Source: an optimization exercise on an open RTL-to-GDS flow (aim: small area and a short achievable clock period). Production flows keep margins and buffers that such runs may drop.
Only simulation tests tie the RTL to the original design; equivalence was not proved.
No activity file was given, so power comes from the tool's default toggle rates.

==> design/flow/design.v <==
module multiplier_logic (
    input  wire        clk,
    input  wire        rst_n,
    input  wire [15:0] a,
    input  wire [15:0] b,
    output reg  [31:0] y
);
  reg r1_a0;
  reg r1_a1;
  reg r1_a2;
  reg r1_a3;
  reg r1_a4;
  reg r1_a5;
  reg r1_a6;
  reg r1_a7;
  reg r1_a8;
  reg r1_a9;
  reg r1_a10;
  reg r1_a11;
  reg r1_a12;
  reg r1_a13;
  reg r1_a14;
  reg r1_a15;
  reg r1_b15;
  reg r1_one1;
  reg r1_two2;
  reg r1_neg3;
  reg r1_one4;
  reg r1_two5;
  reg r1_neg6;
  reg r1_one7;
  reg r1_two8;
  reg r1_neg9;
  reg r1_one10;
  reg r1_two11;
  reg r1_neg12;
  reg r1_one13;
  reg r1_two14;
  reg r1_neg15;
  reg r1_one16;
  reg r1_two17;
  reg r1_neg18;
  reg r1_one19;
  reg r1_two20;
  reg r1_neg21;
  reg r1_one22;
  reg r1_two23;
  reg r1_neg24;
  reg r2_s193;
  reg r2_s195;
  reg r2_s199;
  reg r2_c200;
  reg r2_s201;
  reg r2_p63;
  reg r2_s203;
  reg r2_c202;
  reg r2_c204;
  reg r2_s205;
  reg r2_s207;
  reg r2_s209;
  reg r2_c210;
  reg r2_s213;
  reg r2_c214;
  reg r2_s219;
  reg r2_c218;
  reg r2_s221;
  reg r2_c220;
  reg r2_s223;
  reg r2_s227;
  reg r2_c224;
  reg r2_s229;
  reg r2_s233;
  reg r2_c230;
  reg r2_s235;
  reg r2_c236;
  reg r2_s241;
  reg r2_s243;
  reg r2_s245;
  reg r2_s247;
  reg r2_c242;
  reg r2_c244;
  reg r2_s249;
  reg r2_s253;
  reg r2_s255;
  reg r2_c250;
  reg r2_s257;
  reg r2_s261;
  reg r2_c258;
  reg r2_s263;
  reg r2_s265;
  reg r2_s269;
  reg r2_s271;
  reg r2_c264;
  reg r2_c266;
  reg r2_s273;
  reg r2_s279;
  reg r2_c274;
  reg r2_s281;
  reg r2_s283;
  reg r2_c282;
  reg r2_c284;
  reg r2_s291;
  reg r2_s293;
  reg r2_s297;
  reg r2_c292;
  reg r2_c294;
  reg r2_s299;
  reg r2_s301;
  reg r2_c300;
  reg r2_c302;
  reg r2_s307;
  reg r2_s309;
  reg r2_s311;
  reg r2_s313;
  reg r2_c308;
  reg r2_c310;
  reg r2_s315;
  reg r2_s317;
  reg r2_s319;
  reg r2_c316;
  reg r2_s321;
  reg r2_s325;
  reg r2_c322;
  reg r2_s327;
  reg r2_s331;
  reg r2_c328;
  reg r2_s333;
  reg r2_c332;
  reg r2_s335;
  reg r2_c334;
  reg r2_s337;
  reg r2_s339;
  reg r2_c338;
  reg r2_s341;
  reg r2_c342;
  reg r2_s345;
  reg r2_c346;
  reg r2_s349;
  reg r2_c348;
  reg r2_s351;
  reg r2_c350;
  reg r2_c352;
  reg r2_s353;
  reg r2_s355;
  reg r3_r2_s193;
  reg r3_r2_s195;
  reg r3_r2_s199;
  reg r3_s357;
  reg r3_s361;
  reg r3_s365;
  reg r3_c366;
  reg r3_s367;
  reg r3_r2_c210;
  reg r3_r2_s213;
  reg r3_c368;
  reg r3_r2_c214;
  reg r3_r2_s219;
  reg r3_r2_s223;
  reg r3_s369;
  reg r3_c370;
  reg r3_s371;
  reg r3_c372;
  reg r3_s373;
  reg r3_c374;
  reg r3_s375;
  reg r3_s377;
  reg r3_s379;
  reg r3_c380;
  reg r3_s383;
  reg r3_c384;
  reg r3_s387;
  reg r3_s393;
  reg r3_c392;
  reg r3_s397;
  reg r3_c394;
  reg r3_c398;
  reg r3_s401;
  reg r3_s407;
  reg r3_c406;
  reg r3_s411;
  reg r3_c408;
  reg r3_s417;
  reg r3_c416;
  reg r3_s421;
  reg r3_c418;
  reg r3_s425;
  reg r3_c424;
  reg r3_s427;
  reg r3_c426;
  reg r3_s431;
  reg r3_s435;
  reg r3_s437;
  reg r3_c436;
  reg r3_s439;
  reg r3_s441;
  reg r3_c440;
  reg r3_s443;
  reg r3_r2_s355;
  reg r3_c444;
  wire one1 = b[0] ^ 1'b0;
  wire two2 = (b[1] & ~b[0] & ~1'b0) | (~b[1] & b[0] & 1'b0);
  wire neg3 = b[1];
  wire one4 = b[2] ^ b[1];
  wire two5 = (b[3] & ~b[2] & ~b[1]) | (~b[3] & b[2] & b[1]);
  wire neg6 = b[3];
  wire one7 = b[4] ^ b[3];
  wire two8 = (b[5] & ~b[4] & ~b[3]) | (~b[5] & b[4] & b[3]);
  wire neg9 = b[5];
  wire one10 = b[6] ^ b[5];
  wire two11 = (b[7] & ~b[6] & ~b[5]) | (~b[7] & b[6] & b[5]);
  wire neg12 = b[7];
  wire one13 = b[8] ^ b[7];
  wire two14 = (b[9] & ~b[8] & ~b[7]) | (~b[9] & b[8] & b[7]);
  wire neg15 = b[9];
  wire one16 = b[10] ^ b[9];
  wire two17 = (b[11] & ~b[10] & ~b[9]) | (~b[11] & b[10] & b[9]);
  wire neg18 = b[11];
  wire one19 = b[12] ^ b[11];
  wire two20 = (b[13] & ~b[12] & ~b[11]) | (~b[13] & b[12] & b[11]);
  wire neg21 = b[13];
  wire one22 = b[14] ^ b[13];
  wire two23 = (b[15] & ~b[14] & ~b[13]) | (~b[15] & b[14] & b[13]);
  wire neg24 = b[15];
  wire p25 = ((r1_one1 & r1_a0) | (r1_two2 & 1'b0)) ^ r1_neg3;
  wire p26 = ((r1_one1 & r1_a1) | (r1_two2 & r1_a0)) ^ r1_neg3;
  wire p27 = ((r1_one1 & r1_a2) | (r1_two2 & r1_a1)) ^ r1_neg3;
  wire p28 = ((r1_one1 & r1_a3) | (r1_two2 & r1_a2)) ^ r1_neg3;
  wire p29 = ((r1_one1 & r1_a4) | (r1_two2 & r1_a3)) ^ r1_neg3;
  wire p30 = ((r1_one1 & r1_a5) | (r1_two2 & r1_a4)) ^ r1_neg3;
  wire p31 = ((r1_one1 & r1_a6) | (r1_two2 & r1_a5)) ^ r1_neg3;
  wire p32 = ((r1_one1 & r1_a7) | (r1_two2 & r1_a6)) ^ r1_neg3;
  wire p33 = ((r1_one1 & r1_a8) | (r1_two2 & r1_a7)) ^ r1_neg3;
  wire p34 = ((r1_one1 & r1_a9) | (r1_two2 & r1_a8)) ^ r1_neg3;
  wire p35 = ((r1_one1 & r1_a10) | (r1_two2 & r1_a9)) ^ r1_neg3;
  wire p36 = ((r1_one1 & r1_a11) | (r1_two2 & r1_a10)) ^ r1_neg3;
  wire p37 = ((r1_one1 & r1_a12) | (r1_two2 & r1_a11)) ^ r1_neg3;
  wire p38 = ((r1_one1 & r1_a13) | (r1_two2 & r1_a12)) ^ r1_neg3;
  wire p39 = ((r1_one1 & r1_a14) | (r1_two2 & r1_a13)) ^ r1_neg3;
  wire p40 = ((r1_one1 & r1_a15) | (r1_two2 & r1_a14)) ^ r1_neg3;
  wire p41 = ((r1_one1 & 1'b0) | (r1_two2 & r1_a15)) ^ r1_neg3;
  wire ns42 = ~r1_neg3;
  wire ng43 = r1_neg3;
  wire p44 = ((r1_one4 & r1_a0) | (r1_two5 & 1'b0)) ^ r1_neg6;
  wire p45 = ((r1_one4 & r1_a1) | (r1_two5 & r1_a0)) ^ r1_neg6;
  wire p46 = ((r1_one4 & r1_a2) | (r1_two5 & r1_a1)) ^ r1_neg6;
  wire p47 = ((r1_one4 & r1_a3) | (r1_two5 & r1_a2)) ^ r1_neg6;
  wire p48 = ((r1_one4 & r1_a4) | (r1_two5 & r1_a3)) ^ r1_neg6;
  wire p49 = ((r1_one4 & r1_a5) | (r1_two5 & r1_a4)) ^ r1_neg6;
  wire p50 = ((r1_one4 & r1_a6) | (r1_two5 & r1_a5)) ^ r1_neg6;
  wire p51 = ((r1_one4 & r1_a7) | (r1_two5 & r1_a6)) ^ r1_neg6;
  wire p52 = ((r1_one4 & r1_a8) | (r1_two5 & r1_a7)) ^ r1_neg6;
  wire p53 = ((r1_one4 & r1_a9) | (r1_two5 & r1_a8)) ^ r1_neg6;
  wire p54 = ((r1_one4 & r1_a10) | (r1_two5 & r1_a9)) ^ r1_neg6;
  wire p55 = ((r1_one4 & r1_a11) | (r1_two5 & r1_a10)) ^ r1_neg6;
  wire p56 = ((r1_one4 & r1_a12) | (r1_two5 & r1_a11)) ^ r1_neg6;
  wire p57 = ((r1_one4 & r1_a13) | (r1_two5 & r1_a12)) ^ r1_neg6;
  wire p58 = ((r1_one4 & r1_a14) | (r1_two5 & r1_a13)) ^ r1_neg6;
  wire p59 = ((r1_one4 & r1_a15) | (r1_two5 & r1_a14)) ^ r1_neg6;
  wire p60 = ((r1_one4 & 1'b0) | (r1_two5 & r1_a15)) ^ r1_neg6;
  wire ns61 = ~r1_neg6;
  wire ng62 = r1_neg6;
  wire p63 = ((r1_one7 & r1_a0) | (r1_two8 & 1'b0)) ^ r1_neg9;
  wire p64 = ((r1_one7 & r1_a1) | (r1_two8 & r1_a0)) ^ r1_neg9;
  wire p65 = ((r1_one7 & r1_a2) | (r1_two8 & r1_a1)) ^ r1_neg9;
  wire p66 = ((r1_one7 & r1_a3) | (r1_two8 & r1_a2)) ^ r1_neg9;
  wire p67 = ((r1_one7 & r1_a4) | (r1_two8 & r1_a3)) ^ r1_neg9;
  wire p68 = ((r1_one7 & r1_a5) | (r1_two8 & r1_a4)) ^ r1_neg9;
  wire p69 = ((r1_one7 & r1_a6) | (r1_two8 & r1_a5)) ^ r1_neg9;
  wire p70 = ((r1_one7 & r1_a7) | (r1_two8 & r1_a6)) ^ r1_neg9;
  wire p71 = ((r1_one7 & r1_a8) | (r1_two8 & r1_a7)) ^ r1_neg9;
  wire p72 = ((r1_one7 & r1_a9) | (r1_two8 & r1_a8)) ^ r1_neg9;
  wire p73 = ((r1_one7 & r1_a10) | (r1_two8 & r1_a9)) ^ r1_neg9;
  wire p74 = ((r1_one7 & r1_a11) | (r1_two8 & r1_a10)) ^ r1_neg9;
  wire p75 = ((r1_one7 & r1_a12) | (r1_two8 & r1_a11)) ^ r1_neg9;
  wire p76 = ((r1_one7 & r1_a13) | (r1_two8 & r1_a12)) ^ r1_neg9;
  wire p77 = ((r1_one7 & r1_a14) | (r1_two8 & r1_a13)) ^ r1_neg9;
  wire p78 = ((r1_one7 & r1_a15) | (r1_two8 & r1_a14)) ^ r1_neg9;
  wire p79 = ((r1_one7 & 1'b0) | (r1_two8 & r1_a15)) ^ r1_neg9;
  wire ns80 = ~r1_neg9;
  wire ng81 = r1_neg9;
  wire p82 = ((r1_one10 & r1_a0) | (r1_two11 & 1'b0)) ^ r1_neg12;
  wire p83 = ((r1_one10 & r1_a1) | (r1_two11 & r1_a0)) ^ r1_neg12;
  wire p84 = ((r1_one10 & r1_a2) | (r1_two11 & r1_a1)) ^ r1_neg12;
  wire p85 = ((r1_one10 & r1_a3) | (r1_two11 & r1_a2)) ^ r1_neg12;
  wire p86 = ((r1_one10 & r1_a4) | (r1_two11 & r1_a3)) ^ r1_neg12;
  wire p87 = ((r1_one10 & r1_a5) | (r1_two11 & r1_a4)) ^ r1_neg12;
  wire p88 = ((r1_one10 & r1_a6) | (r1_two11 & r1_a5)) ^ r1_neg12;
  wire p89 = ((r1_one10 & r1_a7) | (r1_two11 & r1_a6)) ^ r1_neg12;
  wire p90 = ((r1_one10 & r1_a8) | (r1_two11 & r1_a7)) ^ r1_neg12;
  wire p91 = ((r1_one10 & r1_a9) | (r1_two11 & r1_a8)) ^ r1_neg12;
  wire p92 = ((r1_one10 & r1_a10) | (r1_two11 & r1_a9)) ^ r1_neg12;
  wire p93 = ((r1_one10 & r1_a11) | (r1_two11 & r1_a10)) ^ r1_neg12;
  wire p94 = ((r1_one10 & r1_a12) | (r1_two11 & r1_a11)) ^ r1_neg12;
  wire p95 = ((r1_one10 & r1_a13) | (r1_two11 & r1_a12)) ^ r1_neg12;
  wire p96 = ((r1_one10 & r1_a14) | (r1_two11 & r1_a13)) ^ r1_neg12;
  wire p97 = ((r1_one10 & r1_a15) | (r1_two11 & r1_a14)) ^ r1_neg12;
  wire p98 = ((r1_one10 & 1'b0) | (r1_two11 & r1_a15)) ^ r1_neg12;
  wire ns99 = ~r1_neg12;
  wire ng100 = r1_neg12;
  wire p101 = ((r1_one13 & r1_a0) | (r1_two14 & 1'b0)) ^ r1_neg15;
  wire p102 = ((r1_one13 & r1_a1) | (r1_two14 & r1_a0)) ^ r1_neg15;
  wire p103 = ((r1_one13 & r1_a2) | (r1_two14 & r1_a1)) ^ r1_neg15;
  wire p104 = ((r1_one13 & r1_a3) | (r1_two14 & r1_a2)) ^ r1_neg15;
  wire p105 = ((r1_one13 & r1_a4) | (r1_two14 & r1_a3)) ^ r1_neg15;
  wire p106 = ((r1_one13 & r1_a5) | (r1_two14 & r1_a4)) ^ r1_neg15;
  wire p107 = ((r1_one13 & r1_a6) | (r1_two14 & r1_a5)) ^ r1_neg15;
  wire p108 = ((r1_one13 & r1_a7) | (r1_two14 & r1_a6)) ^ r1_neg15;
  wire p109 = ((r1_one13 & r1_a8) | (r1_two14 & r1_a7)) ^ r1_neg15;
  wire p110 = ((r1_one13 & r1_a9) | (r1_two14 & r1_a8)) ^ r1_neg15;
  wire p111 = ((r1_one13 & r1_a10) | (r1_two14 & r1_a9)) ^ r1_neg15;
  wire p112 = ((r1_one13 & r1_a11) | (r1_two14 & r1_a10)) ^ r1_neg15;
  wire p113 = ((r1_one13 & r1_a12) | (r1_two14 & r1_a11)) ^ r1_neg15;
  wire p114 = ((r1_one13 & r1_a13) | (r1_two14 & r1_a12)) ^ r1_neg15;
  wire p115 = ((r1_one13 & r1_a14) | (r1_two14 & r1_a13)) ^ r1_neg15;
  wire p116 = ((r1_one13 & r1_a15) | (r1_two14 & r1_a14)) ^ r1_neg15;
  wire p117 = ((r1_one13 & 1'b0) | (r1_two14 & r1_a15)) ^ r1_neg15;
  wire ns118 = ~r1_neg15;
  wire ng119 = r1_neg15;
  wire p120 = ((r1_one16 & r1_a0) | (r1_two17 & 1'b0)) ^ r1_neg18;
  wire p121 = ((r1_one16 & r1_a1) | (r1_two17 & r1_a0)) ^ r1_neg18;
  wire p122 = ((r1_one16 & r1_a2) | (r1_two17 & r1_a1)) ^ r1_neg18;
  wire p123 = ((r1_one16 & r1_a3) | (r1_two17 & r1_a2)) ^ r1_neg18;
  wire p124 = ((r1_one16 & r1_a4) | (r1_two17 & r1_a3)) ^ r1_neg18;
  wire p125 = ((r1_one16 & r1_a5) | (r1_two17 & r1_a4)) ^ r1_neg18;
  wire p126 = ((r1_one16 & r1_a6) | (r1_two17 & r1_a5)) ^ r1_neg18;
  wire p127 = ((r1_one16 & r1_a7) | (r1_two17 & r1_a6)) ^ r1_neg18;
  wire p128 = ((r1_one16 & r1_a8) | (r1_two17 & r1_a7)) ^ r1_neg18;
  wire p129 = ((r1_one16 & r1_a9) | (r1_two17 & r1_a8)) ^ r1_neg18;
  wire p130 = ((r1_one16 & r1_a10) | (r1_two17 & r1_a9)) ^ r1_neg18;
  wire p131 = ((r1_one16 & r1_a11) | (r1_two17 & r1_a10)) ^ r1_neg18;
  wire p132 = ((r1_one16 & r1_a12) | (r1_two17 & r1_a11)) ^ r1_neg18;
  wire p133 = ((r1_one16 & r1_a13) | (r1_two17 & r1_a12)) ^ r1_neg18;
  wire p134 = ((r1_one16 & r1_a14) | (r1_two17 & r1_a13)) ^ r1_neg18;
  wire p135 = ((r1_one16 & r1_a15) | (r1_two17 & r1_a14)) ^ r1_neg18;
  wire p136 = ((r1_one16 & 1'b0) | (r1_two17 & r1_a15)) ^ r1_neg18;
  wire ns137 = ~r1_neg18;
  wire ng138 = r1_neg18;
  wire p139 = ((r1_one19 & r1_a0) | (r1_two20 & 1'b0)) ^ r1_neg21;
  wire p140 = ((r1_one19 & r1_a1) | (r1_two20 & r1_a0)) ^ r1_neg21;
  wire p141 = ((r1_one19 & r1_a2) | (r1_two20 & r1_a1)) ^ r1_neg21;
  wire p142 = ((r1_one19 & r1_a3) | (r1_two20 & r1_a2)) ^ r1_neg21;
  wire p143 = ((r1_one19 & r1_a4) | (r1_two20 & r1_a3)) ^ r1_neg21;
  wire p144 = ((r1_one19 & r1_a5) | (r1_two20 & r1_a4)) ^ r1_neg21;
  wire p145 = ((r1_one19 & r1_a6) | (r1_two20 & r1_a5)) ^ r1_neg21;
  wire p146 = ((r1_one19 & r1_a7) | (r1_two20 & r1_a6)) ^ r1_neg21;
  wire p147 = ((r1_one19 & r1_a8) | (r1_two20 & r1_a7)) ^ r1_neg21;
  wire p148 = ((r1_one19 & r1_a9) | (r1_two20 & r1_a8)) ^ r1_neg21;
  wire p149 = ((r1_one19 & r1_a10) | (r1_two20 & r1_a9)) ^ r1_neg21;
  wire p150 = ((r1_one19 & r1_a11) | (r1_two20 & r1_a10)) ^ r1_neg21;
  wire p151 = ((r1_one19 & r1_a12) | (r1_two20 & r1_a11)) ^ r1_neg21;
  wire p152 = ((r1_one19 & r1_a13) | (r1_two20 & r1_a12)) ^ r1_neg21;
  wire p153 = ((r1_one19 & r1_a14) | (r1_two20 & r1_a13)) ^ r1_neg21;
  wire p154 = ((r1_one19 & r1_a15) | (r1_two20 & r1_a14)) ^ r1_neg21;
  wire p155 = ((r1_one19 & 1'b0) | (r1_two20 & r1_a15)) ^ r1_neg21;
  wire ns156 = ~r1_neg21;
  wire ng157 = r1_neg21;
  wire p158 = ((r1_one22 & r1_a0) | (r1_two23 & 1'b0)) ^ r1_neg24;
  wire p159 = ((r1_one22 & r1_a1) | (r1_two23 & r1_a0)) ^ r1_neg24;
  wire p160 = ((r1_one22 & r1_a2) | (r1_two23 & r1_a1)) ^ r1_neg24;
  wire p161 = ((r1_one22 & r1_a3) | (r1_two23 & r1_a2)) ^ r1_neg24;
  wire p162 = ((r1_one22 & r1_a4) | (r1_two23 & r1_a3)) ^ r1_neg24;
  wire p163 = ((r1_one22 & r1_a5) | (r1_two23 & r1_a4)) ^ r1_neg24;
  wire p164 = ((r1_one22 & r1_a6) | (r1_two23 & r1_a5)) ^ r1_neg24;
  wire p165 = ((r1_one22 & r1_a7) | (r1_two23 & r1_a6)) ^ r1_neg24;
  wire p166 = ((r1_one22 & r1_a8) | (r1_two23 & r1_a7)) ^ r1_neg24;
  wire p167 = ((r1_one22 & r1_a9) | (r1_two23 & r1_a8)) ^ r1_neg24;
  wire p168 = ((r1_one22 & r1_a10) | (r1_two23 & r1_a9)) ^ r1_neg24;
  wire p169 = ((r1_one22 & r1_a11) | (r1_two23 & r1_a10)) ^ r1_neg24;
  wire p170 = ((r1_one22 & r1_a12) | (r1_two23 & r1_a11)) ^ r1_neg24;
  wire p171 = ((r1_one22 & r1_a13) | (r1_two23 & r1_a12)) ^ r1_neg24;
  wire p172 = ((r1_one22 & r1_a14) | (r1_two23 & r1_a13)) ^ r1_neg24;
  wire p173 = ((r1_one22 & r1_a15) | (r1_two23 & r1_a14)) ^ r1_neg24;
  wire p174 = ((r1_one22 & 1'b0) | (r1_two23 & r1_a15)) ^ r1_neg24;
  wire ns175 = ~r1_neg24;
  wire ng176 = r1_neg24;
  wire p177 = r1_a0 & r1_b15;
  wire p178 = r1_a1 & r1_b15;
  wire p179 = r1_a2 & r1_b15;
  wire p180 = r1_a3 & r1_b15;
  wire p181 = r1_a4 & r1_b15;
  wire p182 = r1_a5 & r1_b15;
  wire p183 = r1_a6 & r1_b15;
  wire p184 = r1_a7 & r1_b15;
  wire p185 = r1_a8 & r1_b15;
  wire p186 = r1_a9 & r1_b15;
  wire p187 = r1_a10 & r1_b15;
  wire p188 = r1_a11 & r1_b15;
  wire p189 = r1_a12 & r1_b15;
  wire p190 = r1_a13 & r1_b15;
  wire p191 = r1_a14 & r1_b15;
  wire p192 = r1_a15 & r1_b15;
  wire s193 = ng43 ^ p25;
  wire c194 = ng43 & p25;
  wire s195 = p26 ^ c194;
  wire c196 = p26 & c194;
  wire s197, c198;
  mult_fa u_s197 (.x(ng62), .y(p27), .z(p44), .s(s197), .c(c198));
  wire s199 = c196 ^ s197;
  wire c200 = c196 & s197;
  wire s201, c202;
  mult_fa u_s201 (.x(p28), .y(p45), .z(c198), .s(s201), .c(c202));
  wire s203, c204;
  mult_fa u_s203 (.x(ng81), .y(p29), .z(p46), .s(s203), .c(c204));
  wire s205, c206;
  mult_fa u_s205 (.x(p30), .y(p47), .z(p64), .s(s205), .c(c206));
  wire s207, c208;
  mult_fa u_s207 (.x(ng100), .y(p31), .z(p48), .s(s207), .c(c208));
  wire s209, c210;
  mult_fa u_s209 (.x(p65), .y(p82), .z(c206), .s(s209), .c(c210));
  wire s211, c212;
  mult_fa u_s211 (.x(p32), .y(p49), .z(p66), .s(s211), .c(c212));
  wire s213, c214;
  mult_fa u_s213 (.x(p83), .y(c208), .z(s211), .s(s213), .c(c214));
  wire s215, c216;
  mult_fa u_s215 (.x(ng119), .y(p101), .z(p33), .s(s215), .c(c216));
  wire s217, c218;
  mult_fa u_s217 (.x(p50), .y(p67), .z(p84), .s(s217), .c(c218));
  wire s219, c220;
  mult_fa u_s219 (.x(c212), .y(s215), .z(s217), .s(s219), .c(c220));
  wire s221, c222;
  mult_fa u_s221 (.x(p102), .y(p34), .z(p51), .s(s221), .c(c222));
  wire s223, c224;
  mult_fa u_s223 (.x(p68), .y(p85), .z(c216), .s(s223), .c(c224));
  wire s225, c226;
  mult_fa u_s225 (.x(ng138), .y(p103), .z(p120), .s(s225), .c(c226));
  wire s227, c228;
  mult_fa u_s227 (.x(p35), .y(p52), .z(p69), .s(s227), .c(c228));
  wire s229, c230;
  mult_fa u_s229 (.x(p86), .y(c222), .z(s225), .s(s229), .c(c230));
  wire s231, c232;
  mult_fa u_s231 (.x(p104), .y(p121), .z(p36), .s(s231), .c(c232));
  wire s233, c234;
  mult_fa u_s233 (.x(p53), .y(p70), .z(p87), .s(s233), .c(c234));
  wire s235, c236;
  mult_fa u_s235 (.x(c226), .y(c228), .z(s231), .s(s235), .c(c236));
  wire s237, c238;
  mult_fa u_s237 (.x(ng157), .y(p105), .z(p122), .s(s237), .c(c238));
  wire s239, c240;
  mult_fa u_s239 (.x(p139), .y(p37), .z(p54), .s(s239), .c(c240));
  wire s241, c242;
  mult_fa u_s241 (.x(p71), .y(p88), .z(c232), .s(s241), .c(c242));
  wire s243, c244;
  mult_fa u_s243 (.x(c234), .y(s237), .z(s239), .s(s243), .c(c244));
  wire s245, c246;
  mult_fa u_s245 (.x(p106), .y(p123), .z(p140), .s(s245), .c(c246));
  wire s247, c248;
  mult_fa u_s247 (.x(p38), .y(p55), .z(p72), .s(s247), .c(c248));
  wire s249, c250;
  mult_fa u_s249 (.x(p89), .y(c238), .z(c240), .s(s249), .c(c250));
  wire s251, c252;
  mult_fa u_s251 (.x(ng176), .y(p107), .z(p124), .s(s251), .c(c252));
  wire s253, c254;
  mult_fa u_s253 (.x(p141), .y(p158), .z(p39), .s(s253), .c(c254));
  wire s255, c256;
  mult_fa u_s255 (.x(p56), .y(p73), .z(p90), .s(s255), .c(c256));
  wire s257, c258;
  mult_fa u_s257 (.x(c246), .y(c248), .z(s251), .s(s257), .c(c258));
  wire s259, c260;
  mult_fa u_s259 (.x(p108), .y(p125), .z(p142), .s(s259), .c(c260));
  wire s261, c262;
  mult_fa u_s261 (.x(p159), .y(p40), .z(p57), .s(s261), .c(c262));
  wire s263, c264;
  mult_fa u_s263 (.x(p74), .y(p91), .z(c252), .s(s263), .c(c264));
  wire s265, c266;
  mult_fa u_s265 (.x(c254), .y(c256), .z(s259), .s(s265), .c(c266));
  wire s267, c268;
  mult_fa u_s267 (.x(p177), .y(p109), .z(p126), .s(s267), .c(c268));
  wire s269, c270;
  mult_fa u_s269 (.x(p143), .y(p160), .z(p41), .s(s269), .c(c270));
  wire s271, c272;
  mult_fa u_s271 (.x(p58), .y(p75), .z(p92), .s(s271), .c(c272));
  wire s273, c274;
  mult_fa u_s273 (.x(c260), .y(c262), .z(s267), .s(s273), .c(c274));
  wire s275, c276;
  mult_fa u_s275 (.x(1'b1), .y(ns42), .z(p178), .s(s275), .c(c276));
  wire s277, c278;
  mult_fa u_s277 (.x(p110), .y(p127), .z(p144), .s(s277), .c(c278));
  wire s279, c280;
  mult_fa u_s279 (.x(p161), .y(p59), .z(p76), .s(s279), .c(c280));
  wire s281, c282;
  mult_fa u_s281 (.x(p93), .y(s275), .z(c268), .s(s281), .c(c282));
  wire s283, c284;
  mult_fa u_s283 (.x(c270), .y(c272), .z(s277), .s(s283), .c(c284));
  wire s285, c286;
  mult_fa u_s285 (.x(1'b1), .y(p179), .z(p111), .s(s285), .c(c286));
  wire s287, c288;
  mult_fa u_s287 (.x(p128), .y(p145), .z(p162), .s(s287), .c(c288));
  wire s289, c290;
  mult_fa u_s289 (.x(p60), .y(p77), .z(p94), .s(s289), .c(c290));
  wire s291, c292;
  mult_fa u_s291 (.x(c276), .y(c278), .z(c280), .s(s291), .c(c292));
  wire s293, c294;
  mult_fa u_s293 (.x(s285), .y(s287), .z(s289), .s(s293), .c(c294));
  wire s295, c296;
  mult_fa u_s295 (.x(ns61), .y(p180), .z(p112), .s(s295), .c(c296));
  wire s297, c298;
  mult_fa u_s297 (.x(p129), .y(p146), .z(p163), .s(s297), .c(c298));
  wire s299, c300;
  mult_fa u_s299 (.x(p78), .y(p95), .z(c286), .s(s299), .c(c300));
  wire s301, c302;
  mult_fa u_s301 (.x(c288), .y(c290), .z(s295), .s(s301), .c(c302));
  wire s303, c304;
  mult_fa u_s303 (.x(1'b1), .y(p181), .z(p113), .s(s303), .c(c304));
  wire s305, c306;
  mult_fa u_s305 (.x(p130), .y(p147), .z(p164), .s(s305), .c(c306));
  wire s307, c308;
  mult_fa u_s307 (.x(p79), .y(p96), .z(c296), .s(s307), .c(c308));
  wire s309, c310;
  mult_fa u_s309 (.x(c298), .y(s303), .z(s305), .s(s309), .c(c310));
  wire s311, c312;
  mult_fa u_s311 (.x(ns80), .y(p182), .z(p114), .s(s311), .c(c312));
  wire s313, c314;
  mult_fa u_s313 (.x(p131), .y(p148), .z(p165), .s(s313), .c(c314));
  wire s315, c316;
  mult_fa u_s315 (.x(p97), .y(c304), .z(c306), .s(s315), .c(c316));
  wire s317, c318;
  mult_fa u_s317 (.x(1'b1), .y(p183), .z(p115), .s(s317), .c(c318));
  wire s319, c320;
  mult_fa u_s319 (.x(p132), .y(p149), .z(p166), .s(s319), .c(c320));
  wire s321, c322;
  mult_fa u_s321 (.x(p98), .y(c312), .z(c314), .s(s321), .c(c322));
  wire s323, c324;
  mult_fa u_s323 (.x(ns99), .y(p184), .z(p116), .s(s323), .c(c324));
  wire s325, c326;
  mult_fa u_s325 (.x(p133), .y(p150), .z(p167), .s(s325), .c(c326));
  wire s327, c328;
  mult_fa u_s327 (.x(c318), .y(c320), .z(s323), .s(s327), .c(c328));
  wire s329, c330;
  mult_fa u_s329 (.x(1'b1), .y(p185), .z(p117), .s(s329), .c(c330));
  wire s331, c332;
  mult_fa u_s331 (.x(p134), .y(p151), .z(p168), .s(s331), .c(c332));
  wire s333, c334;
  mult_fa u_s333 (.x(c324), .y(c326), .z(s329), .s(s333), .c(c334));
  wire s335, c336;
  mult_fa u_s335 (.x(ns118), .y(p186), .z(p135), .s(s335), .c(c336));
  wire s337, c338;
  mult_fa u_s337 (.x(p152), .y(p169), .z(c330), .s(s337), .c(c338));
  wire s339, c340;
  mult_fa u_s339 (.x(1'b1), .y(p187), .z(p136), .s(s339), .c(c340));
  wire s341, c342;
  mult_fa u_s341 (.x(p153), .y(p170), .z(c336), .s(s341), .c(c342));
  wire s343, c344;
  mult_fa u_s343 (.x(ns137), .y(p188), .z(p154), .s(s343), .c(c344));
  wire s345, c346;
  mult_fa u_s345 (.x(p171), .y(c340), .z(s343), .s(s345), .c(c346));
  wire s347, c348;
  mult_fa u_s347 (.x(1'b1), .y(p189), .z(p155), .s(s347), .c(c348));
  wire s349, c350;
  mult_fa u_s349 (.x(p172), .y(c344), .z(s347), .s(s349), .c(c350));
  wire s351, c352;
  mult_fa u_s351 (.x(ns156), .y(p190), .z(p173), .s(s351), .c(c352));
  wire s353, c354;
  mult_fa u_s353 (.x(1'b1), .y(p191), .z(p174), .s(s353), .c(c354));
  wire s355, c356;
  mult_fa u_s355 (.x(ns175), .y(p192), .z(c354), .s(s355), .c(c356));
  wire s357 = r2_c200 ^ r2_s201;
  wire c358 = r2_c200 & r2_s201;
  wire s359, c360;
  mult_fa u_s359 (.x(r2_c202), .y(r2_p63), .z(r2_s203), .s(s359), .c(c360));
  wire s361 = c358 ^ s359;
  wire c362 = c358 & s359;
  wire s363, c364;
  mult_fa u_s363 (.x(r2_c204), .y(r2_s205), .z(c360), .s(s363), .c(c364));
  wire s365 = c362 ^ s363;
  wire c366 = c362 & s363;
  wire s367, c368;
  mult_fa u_s367 (.x(r2_s207), .y(r2_s209), .z(c364), .s(s367), .c(c368));
  wire s369, c370;
  mult_fa u_s369 (.x(r2_c218), .y(r2_c220), .z(r2_s221), .s(s369), .c(c370));
  wire s371, c372;
  mult_fa u_s371 (.x(r2_c224), .y(r2_s227), .z(r2_s229), .s(s371), .c(c372));
  wire s373, c374;
  mult_fa u_s373 (.x(r2_c230), .y(r2_s233), .z(r2_s235), .s(s373), .c(c374));
  wire s375, c376;
  mult_fa u_s375 (.x(r2_c236), .y(r2_s241), .z(r2_s243), .s(s375), .c(c376));
  wire s377, c378;
  mult_fa u_s377 (.x(r2_c242), .y(r2_c244), .z(r2_s245), .s(s377), .c(c378));
  wire s379, c380;
  mult_fa u_s379 (.x(r2_s247), .y(r2_s249), .z(c376), .s(s379), .c(c380));
  wire s381, c382;
  mult_fa u_s381 (.x(r2_c250), .y(r2_s253), .z(r2_s255), .s(s381), .c(c382));
  wire s383, c384;
  mult_fa u_s383 (.x(r2_s257), .y(c378), .z(s381), .s(s383), .c(c384));
  wire s385, c386;
  mult_fa u_s385 (.x(r2_c258), .y(r2_s261), .z(r2_s263), .s(s385), .c(c386));
  wire s387, c388;
  mult_fa u_s387 (.x(r2_s265), .y(c382), .z(s385), .s(s387), .c(c388));
  wire s389, c390;
  mult_fa u_s389 (.x(r2_c264), .y(r2_c266), .z(r2_s269), .s(s389), .c(c390));
  wire s391, c392;
  mult_fa u_s391 (.x(r2_s271), .y(r2_s273), .z(c386), .s(s391), .c(c392));
  wire s393, c394;
  mult_fa u_s393 (.x(s389), .y(c388), .z(s391), .s(s393), .c(c394));
  wire s395, c396;
  mult_fa u_s395 (.x(r2_c274), .y(r2_s279), .z(r2_s281), .s(s395), .c(c396));
  wire s397, c398;
  mult_fa u_s397 (.x(r2_s283), .y(c390), .z(s395), .s(s397), .c(c398));
  wire s399, c400;
  mult_fa u_s399 (.x(r2_c282), .y(r2_c284), .z(r2_s291), .s(s399), .c(c400));
  wire s401, c402;
  mult_fa u_s401 (.x(r2_s293), .y(c396), .z(s399), .s(s401), .c(c402));
  wire s403, c404;
  mult_fa u_s403 (.x(r2_c292), .y(r2_c294), .z(r2_s297), .s(s403), .c(c404));
  wire s405, c406;
  mult_fa u_s405 (.x(r2_s299), .y(r2_s301), .z(c400), .s(s405), .c(c406));
  wire s407, c408;
  mult_fa u_s407 (.x(s403), .y(c402), .z(s405), .s(s407), .c(c408));
  wire s409, c410;
  mult_fa u_s409 (.x(r2_c300), .y(r2_c302), .z(r2_s307), .s(s409), .c(c410));
  wire s411, c412;
  mult_fa u_s411 (.x(r2_s309), .y(c404), .z(s409), .s(s411), .c(c412));
  wire s413, c414;
  mult_fa u_s413 (.x(r2_c308), .y(r2_c310), .z(r2_s311), .s(s413), .c(c414));
  wire s415, c416;
  mult_fa u_s415 (.x(r2_s313), .y(r2_s315), .z(c410), .s(s415), .c(c416));
  wire s417, c418;
  mult_fa u_s417 (.x(s413), .y(c412), .z(s415), .s(s417), .c(c418));
  wire s419, c420;
  mult_fa u_s419 (.x(r2_c316), .y(r2_s317), .z(r2_s319), .s(s419), .c(c420));
  wire s421, c422;
  mult_fa u_s421 (.x(r2_s321), .y(c414), .z(s419), .s(s421), .c(c422));
  wire s423, c424;
  mult_fa u_s423 (.x(r2_c322), .y(r2_s325), .z(r2_s327), .s(s423), .c(c424));
  wire s425, c426;
  mult_fa u_s425 (.x(c420), .y(s423), .z(c422), .s(s425), .c(c426));
  wire s427, c428;
  mult_fa u_s427 (.x(r2_c328), .y(r2_s331), .z(r2_s333), .s(s427), .c(c428));
  wire s429, c430;
  mult_fa u_s429 (.x(r2_c332), .y(r2_c334), .z(r2_s335), .s(s429), .c(c430));
  wire s431, c432;
  mult_fa u_s431 (.x(r2_s337), .y(c428), .z(s429), .s(s431), .c(c432));
  wire s433, c434;
  mult_fa u_s433 (.x(r2_c338), .y(r2_s339), .z(r2_s341), .s(s433), .c(c434));
  wire s435, c436;
  mult_fa u_s435 (.x(c430), .y(s433), .z(c432), .s(s435), .c(c436));
  wire s437, c438;
  mult_fa u_s437 (.x(r2_c342), .y(r2_s345), .z(c434), .s(s437), .c(c438));
  wire s439, c440;
  mult_fa u_s439 (.x(r2_c346), .y(r2_s349), .z(c438), .s(s439), .c(c440));
  wire s441, c442;
  mult_fa u_s441 (.x(r2_c348), .y(r2_c350), .z(r2_s351), .s(s441), .c(c442));
  wire s443, c444;
  mult_fa u_s443 (.x(r2_c352), .y(r2_s353), .z(c442), .s(s443), .c(c444));
  wire s445 = r3_c368 ^ r3_r2_c210;
  wire c446 = r3_c368 & r3_r2_c210;
  wire s447 = r3_r2_c214 ^ r3_r2_s219;
  wire c448 = r3_r2_c214 & r3_r2_s219;
  wire s449 = r3_r2_s223 ^ r3_s369;
  wire c450 = r3_r2_s223 & r3_s369;
  wire s451 = r3_c370 ^ r3_s371;
  wire c452 = r3_c370 & r3_s371;
  wire s453 = r3_c372 ^ r3_s373;
  wire c454 = r3_c372 & r3_s373;
  wire s455 = r3_c374 ^ r3_s375;
  wire c456 = r3_c374 & r3_s375;
  wire s457 = r3_s377 ^ r3_s379;
  wire c458 = r3_s377 & r3_s379;
  wire s459 = r3_c380 ^ r3_s383;
  wire c460 = r3_c380 & r3_s383;
  wire s461 = r3_c384 ^ r3_s387;
  wire c462 = r3_c384 & r3_s387;
  wire s463 = r3_c392 ^ r3_c394;
  wire c464 = r3_c392 & r3_c394;
  wire s465 = r3_c398 ^ r3_s401;
  wire c466 = r3_c398 & r3_s401;
  wire s467 = r3_c406 ^ r3_c408;
  wire c468 = r3_c406 & r3_c408;
  wire s469 = r3_c416 ^ r3_c418;
  wire c470 = r3_c416 & r3_c418;
  wire s471 = r3_c424 ^ r3_c426;
  wire c472 = r3_c424 & r3_c426;
  wire [31:0] ra = {r3_c444, r3_s443, r3_c440, r3_s439, r3_c436, r3_s435, r3_s431, r3_s427, r3_s425, r3_s421, r3_s417, r3_s411, r3_s407, c464, r3_s397, r3_s393, c460, c458, c456, c454, c452, c450, c448, c446, r3_r2_s213, r3_c366, r3_s365, r3_s361, r3_s357, r3_r2_s199, r3_r2_s195, r3_r2_s193};
  wire [31:0] rb = {r3_r2_s355, 1'b0, r3_s441, 1'b0, r3_s437, 1'b0, c472, s471, c470, s469, c468, s467, c466, s465, s463, c462, s461, s459, s457, s455, s453, s451, s449, s447, s445, r3_s367, 1'b0, 1'b0, 1'b0, 1'b0, 1'b0, 1'b0};
  wire [20:0] plo = ra[19:0] + rb[19:0];
  reg [20:0] r4_plo;
  reg [11:0] r4_ha, r4_hb;
  always @(posedge clk) begin r4_plo <= plo; r4_ha <= ra[31:20]; r4_hb <= rb[31:20]; end
  wire [11:0] phi = r4_ha + r4_hb + r4_plo[20];
  wire [31:0] prod = {phi, r4_plo[19:0]};
  always @(posedge clk) begin
    r1_a0 <= a[0];
    r1_a1 <= a[1];
    r1_a2 <= a[2];
    r1_a3 <= a[3];
    r1_a4 <= a[4];
    r1_a5 <= a[5];
    r1_a6 <= a[6];
    r1_a7 <= a[7];
    r1_a8 <= a[8];
    r1_a9 <= a[9];
    r1_a10 <= a[10];
    r1_a11 <= a[11];
    r1_a12 <= a[12];
    r1_a13 <= a[13];
    r1_a14 <= a[14];
    r1_a15 <= a[15];
    r1_b15 <= b[15];
    r1_one1 <= one1;
    r1_two2 <= two2;
    r1_neg3 <= neg3;
    r1_one4 <= one4;
    r1_two5 <= two5;
    r1_neg6 <= neg6;
    r1_one7 <= one7;
    r1_two8 <= two8;
    r1_neg9 <= neg9;
    r1_one10 <= one10;
    r1_two11 <= two11;
    r1_neg12 <= neg12;
    r1_one13 <= one13;
    r1_two14 <= two14;
    r1_neg15 <= neg15;
    r1_one16 <= one16;
    r1_two17 <= two17;
    r1_neg18 <= neg18;
    r1_one19 <= one19;
    r1_two20 <= two20;
    r1_neg21 <= neg21;
    r1_one22 <= one22;
    r1_two23 <= two23;
    r1_neg24 <= neg24;
    r2_s193 <= s193;
    r2_s195 <= s195;
    r2_s199 <= s199;
    r2_c200 <= c200;
    r2_s201 <= s201;
    r2_p63 <= p63;
    r2_s203 <= s203;
    r2_c202 <= c202;
    r2_c204 <= c204;
    r2_s205 <= s205;
    r2_s207 <= s207;
    r2_s209 <= s209;
    r2_c210 <= c210;
    r2_s213 <= s213;
    r2_c214 <= c214;
    r2_s219 <= s219;
    r2_c218 <= c218;
    r2_s221 <= s221;
    r2_c220 <= c220;
    r2_s223 <= s223;
    r2_s227 <= s227;
    r2_c224 <= c224;
    r2_s229 <= s229;
    r2_s233 <= s233;
    r2_c230 <= c230;
    r2_s235 <= s235;
    r2_c236 <= c236;
    r2_s241 <= s241;
    r2_s243 <= s243;
    r2_s245 <= s245;
    r2_s247 <= s247;
    r2_c242 <= c242;
    r2_c244 <= c244;
    r2_s249 <= s249;
    r2_s253 <= s253;
    r2_s255 <= s255;
    r2_c250 <= c250;
    r2_s257 <= s257;
    r2_s261 <= s261;
    r2_c258 <= c258;
    r2_s263 <= s263;
    r2_s265 <= s265;
    r2_s269 <= s269;
    r2_s271 <= s271;
    r2_c264 <= c264;
    r2_c266 <= c266;
    r2_s273 <= s273;
    r2_s279 <= s279;
    r2_c274 <= c274;
    r2_s281 <= s281;
    r2_s283 <= s283;
    r2_c282 <= c282;
    r2_c284 <= c284;
    r2_s291 <= s291;
    r2_s293 <= s293;
    r2_s297 <= s297;
    r2_c292 <= c292;
    r2_c294 <= c294;
    r2_s299 <= s299;
    r2_s301 <= s301;
    r2_c300 <= c300;
    r2_c302 <= c302;
    r2_s307 <= s307;
    r2_s309 <= s309;
    r2_s311 <= s311;
    r2_s313 <= s313;
    r2_c308 <= c308;
    r2_c310 <= c310;
    r2_s315 <= s315;
    r2_s317 <= s317;
    r2_s319 <= s319;
    r2_c316 <= c316;
    r2_s321 <= s321;
    r2_s325 <= s325;
    r2_c322 <= c322;
    r2_s327 <= s327;
    r2_s331 <= s331;
    r2_c328 <= c328;
    r2_s333 <= s333;
    r2_c332 <= c332;
    r2_s335 <= s335;
    r2_c334 <= c334;
    r2_s337 <= s337;
    r2_s339 <= s339;
    r2_c338 <= c338;
    r2_s341 <= s341;
    r2_c342 <= c342;
    r2_s345 <= s345;
    r2_c346 <= c346;
    r2_s349 <= s349;
    r2_c348 <= c348;
    r2_s351 <= s351;
    r2_c350 <= c350;
    r2_c352 <= c352;
    r2_s353 <= s353;
    r2_s355 <= s355;
    r3_r2_s193 <= r2_s193;
    r3_r2_s195 <= r2_s195;
    r3_r2_s199 <= r2_s199;
    r3_s357 <= s357;
    r3_s361 <= s361;
    r3_s365 <= s365;
    r3_c366 <= c366;
    r3_s367 <= s367;
    r3_r2_c210 <= r2_c210;
    r3_r2_s213 <= r2_s213;
    r3_c368 <= c368;
    r3_r2_c214 <= r2_c214;
    r3_r2_s219 <= r2_s219;
    r3_r2_s223 <= r2_s223;
    r3_s369 <= s369;
    r3_c370 <= c370;
    r3_s371 <= s371;
    r3_c372 <= c372;
    r3_s373 <= s373;
    r3_c374 <= c374;
    r3_s375 <= s375;
    r3_s377 <= s377;
    r3_s379 <= s379;
    r3_c380 <= c380;
    r3_s383 <= s383;
    r3_c384 <= c384;
    r3_s387 <= s387;
    r3_s393 <= s393;
    r3_c392 <= c392;
    r3_s397 <= s397;
    r3_c394 <= c394;
    r3_c398 <= c398;
    r3_s401 <= s401;
    r3_s407 <= s407;
    r3_c406 <= c406;
    r3_s411 <= s411;
    r3_c408 <= c408;
    r3_s417 <= s417;
    r3_c416 <= c416;
    r3_s421 <= s421;
    r3_c418 <= c418;
    r3_s425 <= s425;
    r3_c424 <= c424;
    r3_s427 <= s427;
    r3_c426 <= c426;
    r3_s431 <= s431;
    r3_s435 <= s435;
    r3_s437 <= s437;
    r3_c436 <= c436;
    r3_s439 <= s439;
    r3_s441 <= s441;
    r3_c440 <= c440;
    r3_s443 <= s443;
    r3_r2_s355 <= r2_s355;
    r3_c444 <= c444;
  end
  reg [3:0] v;
  always @(posedge clk) begin
    if (!rst_n) begin
      v <= 4'd0;
      y <= 32'd0;
    end else begin
      v <= {v[2:0], 1'b1};
      y <= v[3] ? prod : 32'd0;
    end
  end
endmodule
module mult_fa (input wire x, input wire y, input wire z, output wire s, output wire c);
  assign s = x ^ y ^ z;
  assign c = (x & y) | (x & z) | (y & z);
endmodule
==> design/flow/run.sh <==
#!/bin/bash
# synth_recipe.tcl (not shown) runs the flow's synth.tcl, then flattens the netlist and writes it again
# the make line also repeats each setting of config.mk as NAME=value (left out here)
make -C /OpenROAD-flow-scripts/flow DESIGN_CONFIG=/design/flow/config.mk WORK_HOME=/design/flow/orfs CLKGATE_MAP_FILE= SYNTH_SCRIPT=/design/flow/synth_recipe.tcl finish
==> design/flow/config.mk <==
export PLATFORM = sky130hd
export DESIGN_NAME = multiplier_logic
export DESIGN_NICKNAME = multiplier_logic
export VERILOG_FILES = /design/flow/design.v
export SDC_FILE = /design/flow/constraint.sdc
export NUM_CORES = 4
export LEC_CHECK = 0
export CAP_MARGIN = 20
export CORE_MARGIN = 2
export CORE_UTILIZATION = 40
export CTS_CLUSTER_DIAMETER = 60
export CTS_CLUSTER_SIZE = 40
export SETUP_SLACK_MARGIN = 2.5
export SLEW_MARGIN = 20
export SYNTH_HIERARCHICAL = 1
export SYNTH_MINIMUM_KEEP_SIZE = 0
==> design/flow/constraint.sdc <==
create_clock -name core_clock -period 4.5 [get_ports {clk}]
set_input_delay 0.9000 -clock core_clock [delete_from_list [all_inputs] [get_ports {clk}]]
set_output_delay 0.9000 -clock core_clock [all_outputs]
set_load 0.01 [all_outputs]
==> impl_metrics.py, run 1 <==
metrics = {
    "status": {
        "status": "finished clean",
    },
    "worst_hold_path": {
        "whs_endpoint": "r4_hb[7]",
        "min_path_cells": 0,
        "holdCritPathClass": "flip-flop to flip-flop",
        "hp-start": "r3_s437",
    },
    "yosys": {
        "synth_edf_count": 0,
        "ys.flop_type": "dfxtp_1",
        "synthDistinctLibCells": 48,
        "yosysWarnings": 7,
        "syn_area_per_cell_um2": 12.1,
        "synthCells": 1005,
        "synthArstFlopShare_pct": 0,
        "ys_seq_elements": 269,
        "yosysSeqAreaShare_pct": 44.2,
        "syn_area_mm2": 0.0122,
    },
    "power_and_ir_drop": {
        "p_per_area_mw_per_mm2": 654,
        "p_leak_uw": 0.00562,
        "ir_drop_mv": 0.282,
    },
    "placed_design": {
        "port_buffers": 65,
        "pre_cts_ws_ns": 2.01,
        "gp_congestion": 0.815,
        "dp_hpwl_mm": 16.7,
    },
    "finish": {
        "final_cell_mix": "224 x dfxtp_1, 139 x xnor2_1, 116 x fa_1",
        "syn_to_final_growth_pct": 18.3,
        "drive_gt1_share_pct": 18.3,
        "final_common_cell": "dfxtp_1",
        "antenna_cells": 0,
        "nets": 1251,
        "final_util_pct": 48.3,
    },
    "setup_path": {
        "crit_path_end_kind": "flip-flop",
        "critPathKind": "flip-flop to flip-flop",
        "critPathRequiredTime_ns": 4.89,
        "reg2reg_depth": 5,
        "reg2reg_to": "r2_c220",
        "rrSetupSlack_ns": 2.50,
        "startpoint_type": "flip-flop",
        "cpMostUsedCell": "fa_1",
        "slowest_delay_ns": 0.48,
        "r2r-start": "r1_a8",
        "critPathArrivalTime_ns": 2.39,
        "cp_cell_sequence": "buf_4 -> a22oi_1 -> xnor2_1 -> fa_1 -> fa_1",
        "slowest_stage": "fa_1",
        "critPathTopFamily": "adder cells",
        "crit_buf_inv": 1,
        "cp_max_fo": 6,
    },
    "timing": {
        "max_freq_mhz": 501,
        "worst_hold_slack_ns": 0.322,
        "finalSetupViolCount": 0,
        "rsz0062_at_grt": "true",
        "relSlewSlack_pct": 54.1,
        "min_period_over_period_pct": 44.4,
        "skew_ns": 0.0155,
        "fin_ws_ns": 2.50,
        "tightest_slew_ns": 0.687,
        "fin_crit_ns": 2.00,
        "setup_tns_ns": 0,
        "finalHoldViolCount": 0,
        "slew_viol_final": 0,
    },
    "cts": {
        "cts.hold.buffers_added": 0,
        "clock_latency_ns": 0.52,
        "cts_tree": "done",
        "cts-buffers-inserted": 22,
        "clockBufferDepth": 3,
        "cts_root_buf": "clkbuf_16",
        "cts_sinks": 269,
        "h-tree-depth": 1,
        "path_clk_slew_ns": 0.08,
    },
    "global_routing": {
        "grt_pass1_vias": 7327,
        "grt_max_degree": 36,
        "grt_use_met2_pct": 24.7,
        "grt_util_met1_pct": 23.0,
        "grt_first_pass_wirelength_mm": 40.0,
        "grt_use_total_pct": 15.9,
        "grtUsageMet3_pct": 2.49,
        "grt_antenna_before_repair": 0,
        "overflow": 0,
        "grt_busiest_layer": "met2",
    },
    "die": {
        "die_h_um": 178,
        "die_area_mm2": 0.0318,
        "rows": 63,
        "pin_count": 66,
        "die_w_um": 178,
        "core-area_mm2": 0.0298,
        "start_util_pct": 40.9,
    },
    "routing": {
        "ant_nets": 0,
        "drt_iter0_drc": 497,
        "drt_pass1_iterations": 5,
        "wl_per_cell_um": 17.2,
        "drcViolationCount": 0,
        "routed_wirelength_mm": 25.1,
        "vias": 7255,
        "viasPerCell": 4.97,
    },
    "job": {
        "maxCapViolCount": 0,
    },
}
[area by class of cell]
cell class	count	area [um2]
Timing Repair Buffer	105	868
Sequential cell	269	5530
Clock buffer	23	576
Clock inverter	16	260
Tap cell	390	488
Inverter	17	63.8
Multi-Input combinational cell	639	6610
Fill cell	2699	15400
[per-layer routing]
metal,vias to the layer above,part of all wire [%]
met5,-,0
met4,0,2.4
met3,49,6.7
met2,250,44
met1,3499,47
li1,3457,-
[worst register-to-register path, stage by stage (launching register included)]
cell and delay, ns:
dfxtp_4 0.40, buf_4 0.18, a22oi_1 0.20, xnor2_1 0.16, fa_1 0.46, fa_1 0.48
[synthesized netlist by cell type (all sizes together) (3+ instances only)]
master  count  area [um2]
and3       21         131
inv        17        63.8
nand2      29         109
a22oi     120         901
nand2b      7        43.8
xor2       13         114
nand3b      7        52.6
dfxtp     269        5390
a21o        5        37.5
a211oi      3        22.5
buf        19        88.8
and2       25         160
ha         40         500
o21a        4        30.0
fa        123        2460
nor2       12        45.0
xnor2     140        1230
o31a        3        26.3
o21ai      16        80.1
nor2b       7        43.8
clkbuf     68         255
a21oi      16        83.8
nor3        7        35.0
o21bai      3        22.5
nand3       6        30.0
[state kept, by name, indices dropped and copies added (netlist names), 4 cells and up]
register  count
v             4
r4_hb         9
r4_plo       21
y            32
r4_ha        12
[stage by stage]
| step | area (um2) | total power, uW | cells |
|---|---|---|---|
| after floorplan | 12300 | 6070 | 1012 |
| after global placement | 13000 | 6890 | 1386 |
| after detailed placement | 13000 | 6960 | 1386 |
| after CTS | 14200 | 9390 | 1427 |
| after global routing | 14400 | 10300 | 1459 |
| final | 14400 | 9410 | 1459 |
[power by group]
part | switching (uW) | internal [uW] | total [uW]
clock network | 1000 | 1130 | 2140
registers | 486 | 3260 | 3740
logic | 1770 | 1770 | 3540
[worst max path at each step]
stage	from	to	slack [ns]	cells past startpoint
final	r1_a8	r2_c220	2.50	5
after global routing	r3_s377	r4_plo[19]	2.41	7
after CTS	r4_plo[20]	y[28]	2.49	8
after detailed placement	r1_neg6	r2_s213	2.01	3
after global placement	rst_n	y[28]	2.01	5
after floorplan	r1_one16	r2_s243	2.49	6
[per-module statistics from Yosys, one instance, submodules excluded]
module / flip-flops and latches / cells
multiplier_logic: 269 / 885
mult_fa: 0 / 1
[what timing repair did]
action                     4_1_cts  5_1_grt
gates cloned                     0        0
pin swaps                        4        7
setup endpoints to repair      108       68
setup buffers                    2       32
gates resized for setup        163       60
[cell families after synthesis]
kind of cell / after synthesis / share of synthesized area, %
AO/OA/AOI/OAI: 182 / 10.9
XOR/XNOR: 153 / 11.0
adder cells (fa/ha/maj): 163 / 24.3
buffers and inverters: 104 / 3.35
flip-flops: 269 / 44.2
multiplexers: 3 / 0.288
other: 1 / 0.0308
AND/OR/NAND/NOR: 130 / 5.89
==> inputs of run 2 (changes only) <==
--- a/design/flow/config.mk
+++ b/design/flow/config.mk
@@ -9,5 +9,4 @@
 export CORE_MARGIN = 2
-export CORE_UTILIZATION = 40
-export CTS_CLUSTER_DIAMETER = 60
-export CTS_CLUSTER_SIZE = 40
+export CORE_UTILIZATION = 55
+export PLACE_DENSITY = 0.75
 export SETUP_SLACK_MARGIN = 2.5
==> impl_metrics.py, run 2 <==
metrics = {
    "status": {
        "status": "finished clean",
    },
    "die": {
        "die_w_um": 153,
        "rows": 54,
        "core-area_mm2": 0.0218,
        "die_area_mm2": 0.0233,
        "die_h_um": 153,
        "start_util_pct": 56.0,
        "pin_count": 66,
    },
    "timing": {
        "min_period_over_period_pct": 44.2,
        "tightest_slew_ns": 0.639,
        "finalSetupViolCount": 0,
        "slew_viol_final": 0,
        "fin_crit_ns": 1.99,
        "max_freq_mhz": 502,
        "finalHoldViolCount": 0,
        "setup_tns_ns": 0,
        "relSlewSlack_pct": 57.3,
        "fin_ws_ns": 2.51,
        "skew_ns": 0.0126,
        "rsz0062_at_grt": "true",
    },
    "setup_path": {
        "startpoint_type": "flip-flop",
        "slowest_stage": "fa_2",
        "critPathArrivalTime_ns": 2.45,
        "slowest_delay_ns": 0.40,
        "cp_cell_sequence": "fa_2 -> inv_2 -> fa_2 -> nor2b_1 -> o31a_1 -> o31a_1 -> o21a_1 -> nor3_2",
        "crit_path_end_kind": "flip-flop",
        "crit_buf_inv": 1,
        "cp_max_fo": 3,
        "critPathRequiredTime_ns": 4.96,
        "critPathTopFamily": "compound AO/OA/AOI/OAI gates",
        "critPathKind": "flip-flop to flip-flop",
    },
    "placed_design": {
        "dp_cells": 1275,
        "post_dp_cell_area_mm2": 0.0129,
        "pre_cts_ws_ns": 1.95,
        "dp_hpwl_mm": 16.2,
        "port_buffers": 65,
        "gp_congestion": 0.892,
    },
    "routing": {
        "drcViolationCount": 0,
        "ant_nets": 0,
        "vias": 7578,
        "drt_pass1_iterations": 6,
        "wl_per_cell_um": 18.9,
        "wirelength_met1_mm": 10.8,
        "highest_layer": "met4",
        "viasPerCell": 5.58,
        "routed_wirelength_mm": 25.7,
        "drt_iter0_drc": 720,
        "route.met3.wl_mm": 2.42,
        "dr_wl_met2_mm": 11.8,
    },
    "finish": {
        "drive_gt1_share_pct": 18.2,
        "seqCellArea_mm2": 0.00553,
        "nets": 1255,
        "multi_input_area_mm2": 0.00665,
        "fill_cells": 1561,
        "final_cell_mix": "230 x dfxtp_1, 139 x xnor2_1, 119 x fa_1",
        "largestRegisters": "y x32, r4_plo x21, r4_ha x12",
        "fin_cells": 1359,
        "post-route-cell-area_mm2": 0.0144,
        "syn_to_final_growth_pct": 18.2,
        "top_register": "y",
        "final_common_cell": "dfxtp_1",
        "antenna_cells": 0,
        "largest_reg_flops": 32,
    },
    "yosys": {
        "ys_seq_elements": 269,
        "synthDistinctLibCells": 48,
        "yosysSeqAreaShare_pct": 44.2,
        "yosys.area.top_type_share_pct": 44.2,
        "synth_edf_count": 0,
        "syn_area_mm2": 0.0122,
        "netlist_top_cells_count": "269 x dfxtp_1, 140 x xnor2_1, 123 x fa_1",
        "yosysWarnings": 7,
        "yosys.area.top_type": "dfxtp_1",
        "ys.flop_type": "dfxtp_1",
        "synthArstFlopShare_pct": 0,
        "syn_area_per_cell_um2": 12.1,
        "synth.most_common_cell": "dfxtp_1",
        "synthTopCellsByArea": "dfxtp_1 44%, fa_1 20%, xnor2_1 10%",
        "synthCells": 1005,
    },
    "global_routing": {
        "overflow": 0,
        "grt_first_pass_wirelength_mm": 40.3,
        "grt_use_total_pct": 21.3,
        "grt_antenna_before_repair": 0,
        "grt_max_degree": 29,
        "grt_pass1_vias": 7490,
    },
    "power_and_ir_drop": {
        "p_leak_uw": 0.00566,
        "ir_drop_mv": 0.357,
        "p_per_area_mw_per_mm2": 676,
    },
    "cts": {
        "path_clk_slew_ns": 0.06,
        "clockBufferDepth": 3,
        "clock_latency_ns": 0.54,
        "cts-buffers-inserted": 27,
        "h-tree-depth": 1,
        "cts_tree": "done",
        "cts_sinks": 269,
        "cts_root_buf": "clkbuf_16",
    },
    "worst_hold_path": {
        "holdCritPathClass": "flip-flop to flip-flop",
    },
    "job": {
        "maxCapViolCount": 0,
    },
}
run 2: cell counts after synthesis:
No cell type changed its count.
run 2: routing by layer:
layer	up-vias	global-route usage (%)
li1	3470	-
met1	3660	30.4
met2	380	33.5
met3	68	3.78
met4	0	6.83
met5	-	0
run 2: metrics by stage:
stage | power [uW] | hold WS, ns | util (%)
CTS | 9540 | 0.329 | 64.8
floorplan | 6070 | 0.310 | -
detailed placement | 6960 | 0.312 | 59.3
global route | 10400 | 0.333 | 66.2
global placement | 6800 | 0.310 | 59.3
finish | 9730 | 0.328 | 66.2
run 2: final timing paths:
kind,from,to,slack [ns],cells past startpoint
min,r3_r2_s195,r4_plo[1],0.33,0
max,r4_plo[20],y[30],2.51,8
max reg2reg,r4_plo[20],y[30],2.51,8
min reg2reg,r3_r2_s195,r4_plo[1],0.33,0
run 2: layout make-up:
cell class,instances,area share (%)
Multi-Input combinational cell,639,46.2
Inverter,17,0.443
Sequential cell,269,38.4
Timing Repair Buffer,104,5.99
Tap cell,280,2.43
Clock inverter,16,1.30
Clock buffer,34,5.22
run 2: report_power, final:
group | internal, uW | total [uW] | switching [uW]
clock | 1370 | 2310 | 936
sequential | 3260 | 3780 | 523
combinational | 1810 | 3630 | 1830
run 2: cells by family after synthesis:
logic type	count (synthesis)	share of synthesized area [%]
compound gates	182	10.9
mux	3	0.288
other cells	1	0.0308
xor+xnor	153	11.0
fa+ha+maj	163	24.3
flops	269	44.2
buf+inv	104	3.35
simple gates	130	5.89
run 2: repair_timing:
item | in CTS | in global routing
endpoints found under the setup margin | 114 | 55
buffers inserted | 3 | 31
pin swaps | 6 | 10
hold buffers | 0 | 0
gates resized for setup | 156 | 56
run 2: Yosys stat by module (local to each module, per instance):
| module | flops+latches | cell area (um2) | cells inside |
|---|---|---|---|
| multiplier_logic | 269 | 9770 | 885 |
| mult_fa | 0 | 20.0 | 1 |
==> inputs of run 3 (changes only) <==
--- a/design/flow/config.mk
+++ b/design/flow/config.mk
@@ -9,5 +9,4 @@
 export CORE_MARGIN = 2
-export CORE_UTILIZATION = 55
-export PLACE_DENSITY = 0.75
-export SETUP_SLACK_MARGIN = 2.5
+export CORE_UTILIZATION = 40
+export SETUP_SLACK_MARGIN = 2.45
 export SLEW_MARGIN = 20
==> impl_metrics.py, run 3 <==
metrics = {
    "timing": {
        "skew_ns": 0.0141,
        "finalSetupViolCount": 0,
        "fin_ws_ns": 2.49,
        "finalHoldViolCount": 0,
        "rsz0062_at_grt": "true",
        "min_period_over_period_pct": 44.7,
        "max_freq_mhz": 497,
        "slew_viol_final": 0,
        "fin_crit_ns": 2.01,
        "setup_tns_ns": 0,
    },
    "setup_path": {
        "cpMostUsedCell": "fa_1",
        "cp_cell_sequence": "a22oi_1 -> xnor2_1 -> fa_1 -> fa_1",
        "slowest_delay_ns": 0.64,
        "rrSetupSlack_ns": 2.49,
        "cp_max_fo": 17,
        "crit_start": "r1_a3",
        "r2r-start": "r1_a3",
        "crit_end": "r2_s219",
        "startpoint_type": "flip-flop",
        "crit_path_end_kind": "flip-flop",
        "reg2reg_depth": 4,
        "critPathKind": "flip-flop to flip-flop",
        "slowest_stage": "fa_1",
        "critPathRequiredTime_ns": 4.91,
        "critPathArrivalTime_ns": 2.42,
        "reg2reg_to": "r2_s219",
    },
    "power_and_ir_drop": {
        "p_per_area_mw_per_mm2": 653,
        "internal-power_uw": 6270,
        "p_leak_uw": 0.00568,
        "ir_drop_mv": 0.356,
        "power_frac_seq_pct": 39.9,
        "p_comb_share_pct": 36.7,
        "switchingPower_uw": 3140,
        "netSwitchingFraction_pct": 33.4,
        "clockPowerShare_pct": 23.4,
    },
    "finish": {
        "final_util_pct": 48.4,
        "syn_to_final_growth_pct": 18.4,
        "nets": 1245,
        "post-route-cell-area_mm2": 0.0144,
        "largestRegisters": "y x32, r4_plo x21, r4_ha x12",
        "final_common_cell": "dfxtp_1",
        "top_register": "y",
        "largest_reg_flops": 32,
        "antenna_cells": 0,
        "final_cell_mix": "230 x dfxtp_1, 140 x xnor2_1, 121 x fa_1",
        "fill_cells": 2670,
        "drive_gt1_share_pct": 13.3,
    },
    "global_routing": {
        "grt_antenna_before_repair": 1,
        "grt_max_degree": 36,
        "grt_pass1_vias": 7449,
        "grtUsageMet3_pct": 3.20,
        "grt_use_met2_pct": 25.0,
        "grt_util_met1_pct": 23.7,
        "grt_use_total_pct": 16.4,
        "grt_first_pass_wirelength_mm": 41.0,
        "grt_busiest_layer": "met2",
        "overflow": 0,
    },
    "cts": {
        "cts_tree": "done",
        "cts_sinks": 269,
        "cts_root_buf": "clkbuf_16",
        "clockBufferDepth": 3,
        "clock_latency_ns": 0.53,
        "cts-buffers-inserted": 28,
        "path_clk_slew_ns": 0.06,
        "h-tree-depth": 1,
    },
    "placed_design": {
        "post_dp_cell_area_mm2": 0.0130,
        "port_buffers": 65,
        "dp_hpwl_mm": 17.0,
        "gp_congestion": 0.834,
        "pre_cts_ws_ns": 2.00,
    },
    "routing": {
        "ant_nets": 0,
        "drt_iter0_drc": 482,
        "vias": 7340,
        "drcViolationCount": 0,
        "wl_per_cell_um": 17.8,
        "routed_wirelength_mm": 26.0,
        "viasPerCell": 5.03,
        "drt_pass1_iterations": 5,
    },
    "yosys": {
        "syn_area_per_cell_um2": 12.1,
        "synthTopCellsByArea": "dfxtp_1 44%, fa_1 20%, xnor2_1 10%",
        "netlist_top_cells_count": "269 x dfxtp_1, 140 x xnor2_1, 123 x fa_1",
        "synthArstFlopShare_pct": 0,
        "synth_edf_count": 0,
        "yosysWarnings": 7,
        "synthCells": 1005,
        "yosys.area.top_type": "dfxtp_1",
        "ys.flop_type": "dfxtp_1",
        "ys_seq_elements": 269,
        "syn_area_mm2": 0.0122,
        "synthDistinctLibCells": 48,
        "yosysSeqAreaShare_pct": 44.2,
        "synth.most_common_cell": "dfxtp_1",
        "yosys.area.top_type_share_pct": 44.2,
    },
    "die": {
        "start_util_pct": 40.9,
        "die_h_um": 178,
        "die_w_um": 178,
        "core-area_mm2": 0.0298,
        "die_area_mm2": 0.0318,
        "rows": 63,
        "pin_count": 66,
    },
    "status": {
        "status": "finished clean",
    },
    "job": {
        "maxCapViolCount": 0,
    },
    "worst_hold_path": {
        "holdCritPathClass": "flip-flop to flip-flop",
    },
}
==> run 3: cell types whose count changed in the layout (fill, tap and decap cells not counted), sizes merged, moves of 2 or more <==
cell / change
buf: -13
dlygate4sd2: +25
clkbuf: -10
bufinv: -2
clkdlybuf4s15: -7
inv: -6
==> run 3: area by class of cell <==
cell class                 count  area (um2)  area share, %
clock buffer                  40         807           5.60
clock inverter                10        87.6          0.608
inverter                      17        63.8          0.443
multi-input combinational    639        6560           45.5
sequential                   269        5530           38.4
tap                          390         488           3.39
timing repair buffer          93         872           6.05
==> run 3: cells by family after synthesis <==
logic type,Yosys count,synth area share [%]
compound gates,182,10.9
xor+xnor,153,11.0
fa+ha+maj,163,24.3
buf+inv,104,3.35
flops,269,44.2
mux,3,0.288
other cells,1,0.0308
simple gates,130,5.89
==> run 3: stage by stage <==
step                power (uW)  cells  hold WS [ns]
floorplan                 6070   1012         0.310
global placement          6890   1385         0.312
detailed placement        6970   1385         0.312
CTS                       9330   1435         0.315
global route             10200   1458         0.325
finish                    9420   1458         0.321
==> run 3: what timing repair did <==
action                                  4_1_cts  5_1_grt
hold buffers                                  0        0
setup buffers                                 0       23
pin swaps                                     2        8
gates resized for setup                     108       40
endpoints found under the setup margin      102       42
==> run 3: routing by layer <==
metal | wire length (um) | part of all wire (%) | up-vias
met1 | 12200 | 47 | 3577
met5 | 0 | 0 | -
met3 | 1930 | 7.4 | 45
met4 | 508 | 2.0 | 0
met2 | 11300 | 44 | 265
li1 | - | - | 3453
==> run 3: worst max-delay path, delay by kind of cell, from the launching register on <==
kind	cells	cell delay, ns
DFF	1	0.51
adders and majority gates	2	1.08
AOI/OAI and AO/OA	1	0.13
xor gates and xnor gates	1	0.17
==> run 3: worst min path at each step <==
stage                           from  slack, ns          to  cells after the start
after floorplan              r2_c210       0.31  r3_r2_c210                      0
after global placement    r3_r2_s193       0.31   r4_plo[0]                      0
after detailed placement  r3_r2_s355       0.31   r4_hb[11]                      0
after CTS                    r3_s417       0.32    r4_ha[1]                      0
after global routing         r3_s365       0.33   r4_plo[5]                      0
final                        r3_s417       0.32    r4_ha[1]                      0
==> run 3: power by group through the flow <==
stage | Sequential, uW | Combinational [uW] | Clock, uW
floorplan | 3550 | 2510 | 0
global placement | 3790 | 3100 | 0
detailed placement | 3800 | 3170 | 0
CTS | 3750 | 3310 | 2270
global route | 3840 | 4000 | 2380
finish | 3760 | 3460 | 2200
==> run 3: Yosys stat by module (local to each module, per instance) <==
module | copies in the design | area [um2] | flops+latches | cells inside
mult_fa | 120 | 20.0 | 0 | 1
multiplier_logic | 1 | 9770 | 269 | 885

what the ideal ports hide:
How much do the figures lean on ideal ports? The routed layouts below were timed once more, with nothing changed but the port constraints.
Step 1 sets driving cells, clkbuf_16 on the clock port and buf_2 on the other inputs (assumed; they add their load-dependent delay and slew).
Step 2 times the ports against the registers' clock, not the clock port: input delays grow and output delays shrink by t, the midpoint of the rising clock arrivals with the driver on.
Slacks: ideal ports / drivers / drivers and shift; pairs: ideal ports / drivers.
run | t (ns) | setup WS [ns] | hold WS [ns] | worst slew at a driven data input, ns | pins driven straight from the clock port
run 1 | 0.566 | 2.503 / 2.497 / 2.110 | 0.322 / 0.322 / 0.322 | 0.04 | 1
run 2 | 0.573 | 2.509 / 2.493 / 2.150 | 0.328 / 0.328 / 0.328 | 0.03 | 1
run 3 | 0.571 | 2.488 / 2.457 / 1.992 | 0.321 / 0.321 / 0.321 | 0.03 | 1
After both steps every run listed still meets setup and hold. The setup slack of run 3, which loses most, moves by -0.031 ns with the drivers and by -0.496 ns with both steps.
